Context: an optimization exercise on an open-source flow, tuned for small area, a short achievable clock period and few clock cycles per item. The choices shown serve that exercise and are no tape-out recipe.
Where RTL was checked, it was by simulation tests only, not by an equivalence proof against the original.

// sqrt_binary_search
module sqrt_binary_search (
    input  logic        clk,
    input  logic        rst,         
    input  logic        valid_in,
    input  logic [15:0] x,           
    output logic [15:0] x_sqrt,      
    output logic        valid_out
);
For scale: about 18 flip-flops, roughly 36 I/O pins, ~3800 sq um of cells after synthesis.
export LEC_CHECK = 0
export ABC_AREA = 1
export CAP_MARGIN = 20
export CORE_MARGIN = 2
export CORE_UTILIZATION = 40
export SETUP_SLACK_MARGIN = 1.5
export SLEW_MARGIN = 20
create_clock -name core_clock -period 11.0 [get_ports {clk}]
standard.sh (not shown) runs the stock make flow with config.mk's settings and CLKGATE_MAP_FILE= SYNTH_SCRIPT=/design/flow/synth_recipe.tcl, a recipe that flattens the netlist after the stock synthesis.
==> flow/flow/run.sh <==
#!/bin/bash
set -e
cp standard.sh standard_sh.log
cp synth_recipe.tcl synth_recipe_tcl.log
export BUFFER_PORTS_ARGS="-buffer_cell sky130_fd_sc_hd__buf_2"
bash standard.sh > standard.log 2>&1
The baseline produced a clean layout.
Edit:
--- a/flow/design.v
+++ b/flow/design.v
@@ -325,34 +325,31 @@
     assign s_g6_4[6] = s_g6_3[6];
     assign s_p6_4[6] = s_p6_3[6];
     assign s_g6_4[7] = s_g6_3[7];
     assign s_p6_4[7] = s_p6_3[7];
     assign s_g6_4[8] = s_g6_3[8] | (s_p6_3[8] & s_g6_3[7]);
     assign s_p6_4[8] = s_p6_3[8] & s_p6_3[7];
     wire [8:0] s_c6 = {s_g6_4[7:0], 1'b0};
     wire [8:0] s_r7 = s_a6 ^ (s_o6 ^ s_c6);
     wire [6:0] s_q7 = {s_q6, ~s_r7[8]};
-    logic s_r;                
-    logic [5:0] o_r;      
+    logic [6:0] q_r;
     logic [8:0] r_r;
     logic [1:0] x_r;
     logic v_r;
     always_ff @(posedge clk) begin
         if (rst) v_r <= 1'b0;
         else     v_r <= valid_in;
-        s_r <= s_q7[0];
-        o_r <= s_q7[6:1] ^ {6{s_q7[0]}};
+        q_r <= s_q7;
         r_r <= s_r7;
         x_r <= x[1:0];
     end
-    wire [6:0] q_r = {o_r ^ {6{s_r}}, s_r};
     wire [9:0] t_a7 = {r_r[7:0], x_r[1:0]};
-    wire [9:0] t_o7 = {s_r, o_r, 1'b0, 2'b11};
+    wire [9:0] t_o7 = {q_r[0], q_r ^ {7{q_r[0]}}, 2'b11};
     wire [9:0] t_g7_0 = t_a7 & t_o7;
     wire [9:0] t_p7_0 = t_a7 | t_o7;
     wire [9:0] t_g7_1, t_p7_1;
     assign t_g7_1[0] = t_g7_0[0];
     assign t_p7_1[0] = t_p7_0[0];
     assign t_g7_1[1] = t_g7_0[1] | (t_p7_0[1] & t_g7_0[0]);
     assign t_p7_1[1] = t_p7_0[1] & t_p7_0[0];
     assign t_g7_1[2] = t_g7_0[2];
     assign t_p7_1[2] = t_p7_0[2];
Effect: Final area goes down by 4.3%. Final cell count goes down by 8.5%. Worst setup slack loses 0.052 ns. Maximum frequency goes down by 0.60%. Via count goes down by 4.3%. Routed wire length goes down by 3.6%. Critical path depth goes down by 4. Global-route usage goes up by 0.35 points. Non-clock buffer count goes down by 1. Area after synthesis goes down by 4.2%. Hold slack loses 0.015 ns. Count of clock-buffer cells in the layout does not change.
Testbench counts after the change, summed over its fixed seeds: cycles 262,148, items 262,144.
Function not checked in the first run of this note: the RTL went through the layout flow alone.


run A:
sqrt_binary_search, a different RTL version from the one above (not shown whole).
Size in the first run: about 690 cells after synthesis, about 18 flip-flops, ~36 I/O pins, ~3900 µm² of cells after synthesis.
==> flow/config.mk <==
export PLATFORM = sky130hd
export DESIGN_NAME = sqrt_binary_search
export DESIGN_NICKNAME = sqrt_binary_search
export VERILOG_FILES = /design/flow/design.v
export SDC_FILE = /design/flow/constraint.sdc
export NUM_CORES = 4
export LEC_CHECK = 0
export ABC_AREA = 1
export CAP_MARGIN = 20
export CORE_MARGIN = 2
export CORE_UTILIZATION = 40
export PLACE_DENSITY = 0.85
export SETUP_SLACK_MARGIN = 3.5
export SLEW_MARGIN = 20
export TNS_END_PERCENT = 10
==> flow/constraint.sdc <==
create_clock -name core_clock -period 11.0 [get_ports {clk}]
set_input_delay 2.2000 -clock core_clock [delete_from_list [all_inputs] [get_ports {clk}]]
set_output_delay 2.2000 -clock core_clock [all_outputs]
set_load 0.01 [all_outputs]
==> flow/flow/run.sh <==
#!/bin/bash
# The standard layout (standard.sh), with these changes:
#  - synthesis: no adder-cell mapping (ADDER_MAP_FILE empty), so ABC maps the
#    adders from plain gates instead of the slow ha/fa cells, and the final ABC
#    mapping uses flow/abc_iter.script (see flow/synth_iter.tcl);
#  - buf_2 cells as the port buffers (buffer_ports otherwise picks the slow
#    clkdlybuf4s50_1);
#  - setup repair only resizes cells (SETUP_MOVE_SEQUENCE=sizeup).
set -e
here=$(pwd)
export ADDER_MAP_FILE=
export BUFFER_PORTS_ARGS="-buffer_cell sky130_fd_sc_hd__buf_2"
export SETUP_MOVE_SEQUENCE=sizeup
bash standard.sh SYNTH_SCRIPT=$here/flow/synth_iter.tcl finish > standard.log 2>&1
==> flow/flow/abc_iter.script <==
strash
dch
map -B 0.9
strash
dch
map -B 0.9
strash
dch
map -B 0.9
strash
dch
map -B 0.9
strash
dch
map -B 0.9
strash
dch
map -B 0.9
strash
dch
map -B 0.9
strash
dch
map -B 0.9
topo
stime -c
buffer -c
upsize -c
dnsize -c
==> flow/flow/synth_iter.tcl <==
# The standard flow's synthesis (synth_recipe.tcl, which sources ORFS's synth.tcl) with one
# change: the final technology mapping runs ABC with abc_iter.script, which
# repeats ORFS's area script's strash/dch/map round 8 times before sizing.
# Everything before it (synth -nofsm -noshare, flip-flop mapping) and after it
# (flatten, renames) is the standard flow's own, so the registers are the standard ones.
set ::abc_iter_script [file normalize [file join [file dirname [info script]] abc_iter.script]]
set ::synth_recipe_tcl [file normalize [file join [file dirname [info script]] .. synth_recipe.tcl]]
proc abc {args} {
  set i [lsearch -exact $args -script]
  if {$i >= 0} { lset args [expr {$i + 1}] $::abc_iter_script }
  puts "abc: mapping with $::abc_iter_script"
  yosys abc {*}$args
}
source $::synth_recipe_tcl
Modified inputs, run B compared to run A
--- a/flow/design.v
+++ b/flow/design.v
@@ -1,13 +1,12 @@
 module sqrt_head (
     input  logic [15:0] x,
-    output logic       s,          
-    output logic [6:0] o,      
+    output logic [7:0] q,      
     output logic [9:0] r       
 );
     wire [2:0] a0 = {1'b0, x[15:14]};
     wire [2:0] o0 = 3'b111;   
     wire [2:0] g0_0 = a0 & o0;
     wire [2:0] p0_0 = a0 | o0;
     wire [2:0] g0_1, p0_1;
     assign g0_1[0] = g0_0[0];
     assign p0_1[0] = p0_0[0];
@@ -406,31 +405,28 @@
     assign p7_4[6] = p7_3[6];
     assign g7_4[7] = g7_3[7];
     assign p7_4[7] = p7_3[7];
     assign g7_4[8] = g7_3[8] | (p7_3[8] & g7_3[7]);
     assign p7_4[8] = p7_3[8] & p7_3[7];
     assign g7_4[9] = g7_3[9] | (p7_3[9] & g7_3[7]);
     assign p7_4[9] = p7_3[9] & p7_3[7];
     wire [9:0] r8 = a7 ^ o7 ^ {g7_4[8:0], 1'b0};
     wire [7:0] q8 = {q7, ~r8[9]};
-    assign s = q8[0];
-    assign o = q8[7:1] ^ {7{q8[0]}};
+    assign q = q8;
     assign r = r8;
 endmodule
 module sqrt_tail (
-    input  logic       s,
-    input  logic [6:0] o,
+    input  logic [7:0] q,
     input  logic [9:0] r,
     output logic [11:0] root
 );
-    wire [7:0] q = {o ^ {7{s}}, s};
     wire [10:0] a8 = {r[8:0], 2'b00};
-    wire [10:0] o8 = {s, o, 1'b0, 2'b11};
+    wire [10:0] o8 = {q[0], q ^ {8{q[0]}}, 2'b11};
     wire [10:0] g8_0 = a8 & o8;
     wire [10:0] p8_0 = a8 | o8;
     wire [10:0] g8_1, p8_1;
     assign g8_1[0] = g8_0[0];
     assign p8_1[0] = p8_0[0];
     assign g8_1[1] = g8_0[1] | (p8_0[1] & g8_0[0]);
     assign p8_1[1] = p8_0[1] & p8_0[0];
     assign g8_1[2] = g8_0[2];
     assign p8_1[2] = p8_0[2];
@@ -867,26 +863,24 @@
 endmodule
 module sqrt_binary_search (
     input  logic        clk,
     input  logic        rst,         
     input  logic        valid_in,
     input  logic [15:0] x,           
     output logic [15:0] x_sqrt,      
     output logic        valid_out
 );
-    logic        s_d, s_r;
-    logic [6:0] o_d, o_r;
+    logic [7:0] q_d, q_r;
     logic [9:0] r_d, r_r;
     logic        v_r;
     logic [11:0] root;
-    sqrt_head head (.x(x), .s(s_d), .o(o_d), .r(r_d));
+    sqrt_head head (.x(x), .q(q_d), .r(r_d));
     always_ff @(posedge clk) begin
         if (rst) v_r <= 1'b0;
         else     v_r <= valid_in;
-        s_r <= s_d;
-        o_r <= o_d;
+        q_r <= q_d;
         r_r <= r_d;
     end
-    sqrt_tail tail (.s(s_r), .o(o_r), .r(r_r), .root(root));
+    sqrt_tail tail (.q(q_r), .r(r_r), .root(root));
     assign x_sqrt    = {4'd0, root};
     assign valid_out = v_r;
 endmodule
## What came out
Measured against each other, run A and run B differ in xor/xnor cell area share of the yosys netlist, the higher figure coming from run B.
Gate count of the mapped netlist: run B lower than run A
Testbench counts of run B, summed over its fixed seeds: cycles 262,148, items 262,144.
The RTL of run A was laid out without a check of its function.


== the reference run ==
Starting RTL as in the previous note.
export LEC_CHECK = 0
export ABC_AREA = 1
export CAP_MARGIN = 20
export CORE_MARGIN = 2
export CORE_UTILIZATION = 40
export PLACE_DENSITY = 0.85
export SETUP_SLACK_MARGIN = 3.5
export SLEW_MARGIN = 20
export TNS_END_PERCENT = 10
create_clock -name core_clock -period 11.0 [get_ports {clk}]
==> flow/flow/abc_iter.script <==
strash
dch
map -B 0.9
strash
dch
map -B 0.9
strash
dch
map -B 0.9
strash
dch
map -B 0.9
strash
dch
map -B 0.9
strash
dch
map -B 0.9
strash
dch
map -B 0.9
strash
dch
map -B 0.9
strash
dch
map -B 0.9
strash
dch
map -B 0.9
topo
stime -c
buffer -c
upsize -c
dnsize -c
Scripts as last shown in full above: flow/flow/run.sh, flow/flow/synth_iter.tcl
--- input diff the reference run..the trial run ---
diff --git a/flow/design.v b/flow/design.v
--- a/flow/design.v
+++ b/flow/design.v
@@ -1,14 +1,13 @@
 module sqrt_head (
     input  logic [15:0] x,
-    output logic       s,          
-    output logic [6:0] o,      
+    output logic [7:0] q,      
     output logic [9:0] r       
 );
     wire [2:0] a0 = {1'b0, x[15:14]};
     wire [2:0] o0 = 3'b111;   
     wire [2:0] g0_0 = a0 & o0;
     wire [2:0] p0_0 = a0 | o0;
     wire [2:0] g0_1, p0_1;
     assign g0_1[0] = g0_0[0];
     assign p0_1[0] = p0_0[0];
     assign g0_1[1] = g0_0[1] | (p0_0[1] & g0_0[0]);
@@ -405,33 +404,30 @@
     assign g7_4[6] = g7_3[6];
     assign p7_4[6] = p7_3[6];
     assign g7_4[7] = g7_3[7];
     assign p7_4[7] = p7_3[7];
     assign g7_4[8] = g7_3[8] | (p7_3[8] & g7_3[7]);
     assign p7_4[8] = p7_3[8] & p7_3[7];
     assign g7_4[9] = g7_3[9] | (p7_3[9] & g7_3[7]);
     assign p7_4[9] = p7_3[9] & p7_3[7];
     wire [9:0] r8 = a7 ^ o7 ^ {g7_4[8:0], 1'b0};
     wire [7:0] q8 = {q7, ~r8[9]};
-    assign s = q8[0];
-    assign o = q8[7:1] ^ {7{q8[0]}};
+    assign q = q8;
     assign r = r8;
 endmodule
 module sqrt_tail (
-    input  logic       s,
-    input  logic [6:0] o,
+    input  logic [7:0] q,
     input  logic [9:0] r,
     output logic [11:0] root
 );
-    wire [7:0] q = {o ^ {7{s}}, s};
     wire [10:0] a8 = {r[8:0], 2'b00};
-    wire [10:0] o8 = {s, o, 1'b0, 2'b11};
+    wire [10:0] o8 = {q[0], q ^ {8{q[0]}}, 2'b11};
     wire [10:0] g8_0 = a8 & o8;
     wire [10:0] p8_0 = a8 | o8;
     wire [10:0] g8_1, p8_1;
     assign g8_1[0] = g8_0[0];
     assign p8_1[0] = p8_0[0];
     assign g8_1[1] = g8_0[1] | (p8_0[1] & g8_0[0]);
     assign p8_1[1] = p8_0[1] & p8_0[0];
     assign g8_1[2] = g8_0[2];
     assign p8_1[2] = p8_0[2];
     assign g8_1[3] = g8_0[3] | (p8_0[3] & g8_0[2]);
@@ -866,27 +862,25 @@
     assign root = q12;
 endmodule
 module sqrt_binary_search (
     input  logic        clk,
     input  logic        rst,         
     input  logic        valid_in,
     input  logic [15:0] x,           
     output logic [15:0] x_sqrt,      
     output logic        valid_out
 );
-    logic        s_d, s_r;
-    logic [6:0] o_d, o_r;
+    logic [7:0] q_d, q_r;
     logic [9:0] r_d, r_r;
     logic        v_r;
     logic [11:0] root;
-    sqrt_head head (.x(x), .s(s_d), .o(o_d), .r(r_d));
+    sqrt_head head (.x(x), .q(q_d), .r(r_d));
     always_ff @(posedge clk) begin
         if (rst) v_r <= 1'b0;
         else     v_r <= valid_in;
-        s_r <= s_d;
-        o_r <= o_d;
+        q_r <= q_d;
         r_r <= r_d;
     end
-    sqrt_tail tail (.s(s_r), .o(o_r), .r(r_r), .root(root));
+    sqrt_tail tail (.q(q_r), .r(r_r), .root(root));
     assign x_sqrt    = {4'd0, root};
     assign valid_out = v_r;
 endmodule
--- outcome ---
Against the reference run as the reference, the trial run delivers a lower maximum fanout count along the critical path.
Re worst slack at placement: the reference run and the trial run aren't equal, and the higher value belongs to the reference run.
Slew at the pin closest to its max-slew limit was lower in the reference run than in the trial run.
The lower number of vias in the routed layout came out of the trial run.
Testbench counts of the trial run, summed over its fixed seeds: cycles 262,148, items 262,144.
No functional check of the RTL was part of the reference run.

==> separate check: timing with driven ports <==
Ports are ideal in the flow. The routed layouts listed here were re-timed in OpenROAD.
Step 1 (the two cells are an assumption about what drives the block):
set clk [get_ports {clk}]
set_driving_cell -lib_cell sky130_fd_sc_hd__clkbuf_16 $clk
set_driving_cell -lib_cell sky130_fd_sc_hd__buf_2 [delete_from_list [all_inputs] $clk]
Step 2 moves the port delays by t, midway between the first and last clock arrival at a register: inputs arrive t later, outputs are due t later. That takes back most of the time a late clock gives input paths.
a / b / c = ideal / step 1 / step 2; a / b = the first two.
run | t, ns | slack for setup (ns) | worst setup path at the end | worst register clock-pin slew, ns
the first run of note 1 | 0.270 | 2.352 / 2.329 / 2.599 | register to output | 0.07 / 0.07
the second run of note 1 | 0.279 | 2.300 / 2.278 / 2.557 | register to output | 0.07 / 0.07
run A | 0.268 | 4.254 / 4.230 / 4.498 | register to output | 0.06 / 0.06
run B | 0.277 | 4.092 / 4.066 / 4.343 | register to output | 0.07 / 0.07
the reference run | 0.267 | 4.208 / 4.188 / 4.455 | register to output | 0.06 / 0.06
the trial run | 0.276 | 4.112 / 4.086 / 4.362 | register to output | 0.06 / 0.06
After both steps setup and hold are still met in every run listed.
